This design comes from an exercise in tuning for small area and a short achievable clock period on the open sky130 flow, not from production work.
At most, simulation tests tie the RTL to the original design; equivalence was not proved.

==> inputs of tundra <==
Design FAS, start of the top module:
module FAS (data_valid, data, clk, rst, fir_d, fir_valid, fft_valid, done, freq,
 fft_d1, fft_d2, fft_d3, fft_d4, fft_d5, fft_d6, fft_d7, fft_d8,
 fft_d9, fft_d10, fft_d11, fft_d12, fft_d13, fft_d14, fft_d15, fft_d0);
clock: 18.0 ns
lec_check: 0
cap_margin: 20
core_margin: 2
core_utilization: 60
cts_cluster_diameter: 150
cts_cluster_size: 20
slew_margin: 20
standard.sh (not shown) runs the stock make flow with config.mk's settings and CLKGATE_MAP_FILE= SYNTH_SCRIPT=/design/flow/synth_recipe.tcl, a recipe that flattens the netlist after the stock synthesis.
==> flow/flow/run.sh <==
#!/bin/bash
set -euo pipefail
export SETUP_SLACK_MARGIN=12.9
export BUFFER_PORTS_ARGS="-buffer_cell sky130_fd_sc_hd__buf_2"
R=orfs/results/sky130hd/FAS/base
bash standard.sh synth > flow_synth.log 2>&1
cp $R/1_2_yosys.v yosys_netlist_orig.v
python3 flow/fixfa.py yosys_netlist_orig.v $R/1_2_yosys.v > fixfa.log 2>&1
bash standard.sh > flow_layout.log 2>&1
Other scripts of this flow, unchanged in this note and not shown: flow/flow/fixfa.py
==> inputs of fjord, as changes to tundra <==
CORE_UTILIZATION = 40   (was 60)
==> inputs of amber, as changes to tundra <==
--- a/flow/design.v
+++ b/flow/design.v
@@ -3348,37 +3348,35 @@
 wire [3:0] c3_q = nph - 4'd2;
 always @(posedge clk) c3 <= c3_q[1];
 reg [0:0] w3;
 wire [3:0] w3_q = nph - 4'd2;
 always @(posedge clk) w3 <= w3_q[0];
-reg [25:0] sEr, sEi, sFr, sFi;
+reg [26:0] sEr, sEi, sFr, sFi;
 wire [23:0] bf3_sr = sFr[23:0] + f2r[23:0]; wire [23:0] bf3_si = sFi[23:0] + f2i[23:0];
-wire [26:0] p3r = w3 ? {sFi[25],sFi} : {sFr[25],sFr}; wire [26:0] m3r = w3 ? {f2i[25],f2i} : {f2r[25],f2r};
-wire [26:0] p3i = w3 ? {f2r[25],f2r} : {sFi[25],sFi}; wire [26:0] m3i = w3 ? {sFr[25],sFr} : {f2i[25],f2i};
-wire [26:0] x3r0 = p3r - m3r; wire [26:0] x3r1 = p3r - m3r + 27'd1;
-wire [26:0] x3i0 = p3i - m3i; wire [26:0] x3i1 = p3i - m3i + 27'd1;
-wire [23:0] t3r = x3r0[26] ? x3r1[23:0] : x3r0[23:0];
-wire [23:0] t3i = x3i0[26] ? x3i1[23:0] : x3i0[23:0];
+wire [26:0] p3r = w3 ? sFi : sFr; wire [26:0] m3r = w3 ? {f2i[25],f2i} : {f2r[25],f2r};
+wire [26:0] p3i = w3 ? {f2r[25],f2r} : sFi; wire [26:0] m3i = w3 ? sFr : {f2i[25],f2i};
+wire [26:0] x3r = p3r - m3r; wire [26:0] x3i = p3i - m3i;
+wire [23:0] o3r = sFr[23:0] + {23'd0, sFr[26]}; wire [23:0] o3i = sFi[23:0] + {23'd0, sFi[26]};
 reg [23:0] f3r, f3i;
 always @(posedge clk) begin
-  if (c3) begin sEr <= {2'b00, t3r}; sEi <= {2'b00, t3i}; f3r <= bf3_sr; f3i <= bf3_si; end
-  else begin sEr <= f2r; sEi <= f2i; f3r <= sFr[23:0]; f3i <= sFi[23:0]; end
+  if (c3) begin sEr <= x3r; sEi <= x3i; f3r <= bf3_sr; f3i <= bf3_si; end
+  else begin sEr <= {f2r[25], f2r}; sEi <= {f2i[25], f2i}; f3r <= o3r; f3i <= o3i; end
   sFr <= sEr; sFi <= sEi;
 end
 reg [0:0] c4;
 wire [3:0] c4_q = nph - 4'd5;
 always @(posedge clk) c4 <= c4_q[0];
 reg [23:0] sGr, sGi;
 wire [23:0] s4r = sGr + f3r; wire [23:0] s4i = sGi + f3i;
-wire [23:0] d4r0 = sGr - f3r; wire [23:0] d4i0 = sGi - f3i;
-wire [15:0] d4rf = d4r0[23:8] + {15'd0, d4r0[23]};
-wire [15:0] d4if = d4i0[23:8] + {15'd0, d4i0[23]};
+wire [23:0] d4r = sGr - f3r; wire [23:0] d4i = sGi - f3i;
+wire [15:0] o4r = sGr[23:8] + {15'd0, sGr[23]};
+wire [15:0] o4i = sGi[23:8] + {15'd0, sGi[23]};
 reg [31:0] ch [0:15];
 integer ic;
 always @(posedge clk) begin
-  if (c4) begin ch[0] <= {s4r[23:8], s4i[23:8]}; sGr <= {8'd0, d4rf}; sGi <= {8'd0, d4if}; end
-  else begin ch[0] <= {sGr[15:0], sGi[15:0]}; sGr <= f3r; sGi <= f3i; end
+  if (c4) begin ch[0] <= {s4r[23:8], s4i[23:8]}; sGr <= d4r; sGi <= d4i; end
+  else begin ch[0] <= {o4r, o4i}; sGr <= f3r; sGi <= f3i; end
   for (ic=1; ic<16; ic=ic+1) ch[ic] <= ch[ic-1];
 end
 assign fft_d0 = {ch[15][31:16], 16'd0};
 assign fft_d1 = ch[7];
 assign fft_d2 = ch[11];
==> flow/flow/run.sh (replaced) <==
#!/bin/bash
set -euo pipefail
export SETUP_SLACK_MARGIN=12.9
export BUFFER_PORTS_ARGS="-buffer_cell sky130_fd_sc_hd__buf_1"
R=orfs/results/sky130hd/FAS/base
bash standard.sh synth > flow_synth.log 2>&1
cp $R/1_2_yosys.v yosys_netlist_orig.v
python3 flow/fixfa.py yosys_netlist_orig.v $R/1_2_yosys.v > fixfa.log 2>&1
bash standard.sh > flow_layout.log 2>&1
CORE_UTILIZATION = 40   (was 60)
==> impl_metrics.ini <==
[setup_path]
path_class = register to output port

[final_layout]
multi_input_gates = 8200
seq_area_um2 = 48800
nNonClkInverters = 1141
multi_input_area_um2 = 79800
clock_buffers = 163

[floorplan]
coreArea_um2 = 333000

[status]
status = finished clean
[end of results for fjord]
==> impl_metrics.ini <==
[status]
status = finished clean

[setup_path]
path_class = register to output port

[final_layout]
multi_input_area_um2 = 78700
seq_area_um2 = 49000
[end of results for amber]
==> impl_metrics.ini <==
[status]
status = finished clean

[final_layout]
seq_area_um2 = 48700
multi_input_gates = 8200
clock_buffers = 158
[end of results for tundra]
No functional check of the RTL was part of tundra and fjord.

[static timing again, ports no longer ideal]
How much do the figures lean on ideal ports? The routed layouts below were timed once more, with nothing changed but the port constraints. Step 1 sets driving cells, clkbuf_16 on the clock port and buf_2 on the other inputs (assumed; they add their load-dependent delay and slew). Step 2 moves the port delays by t, midway between the first and last clock arrival at a register: inputs arrive t later, outputs are due t later. That takes back most of the time a late clock gives input paths. Three values: no drivers, after step 1, after step 2; two values: the first two.
run	shift t [ns]	setup WS [ns]	hold WS [ns]	latest minus earliest clock arrival (ns)	worst slew at a driven data input, ns
tundra	0.916	12.893 / 12.849 / 12.893	0.301 / 0.301 / 0.301	0.079 / 0.080	0.04
fjord	0.942	12.901 / 12.807 / 13.147	0.284 / 0.284 / 0.284	0.086 / 0.085	0.04
amber	0.951	12.927 / 12.826 / 13.174	0.276 / 0.276 / 0.276	0.080 / 0.081	0.07
After both steps setup and hold are still met in every run listed.
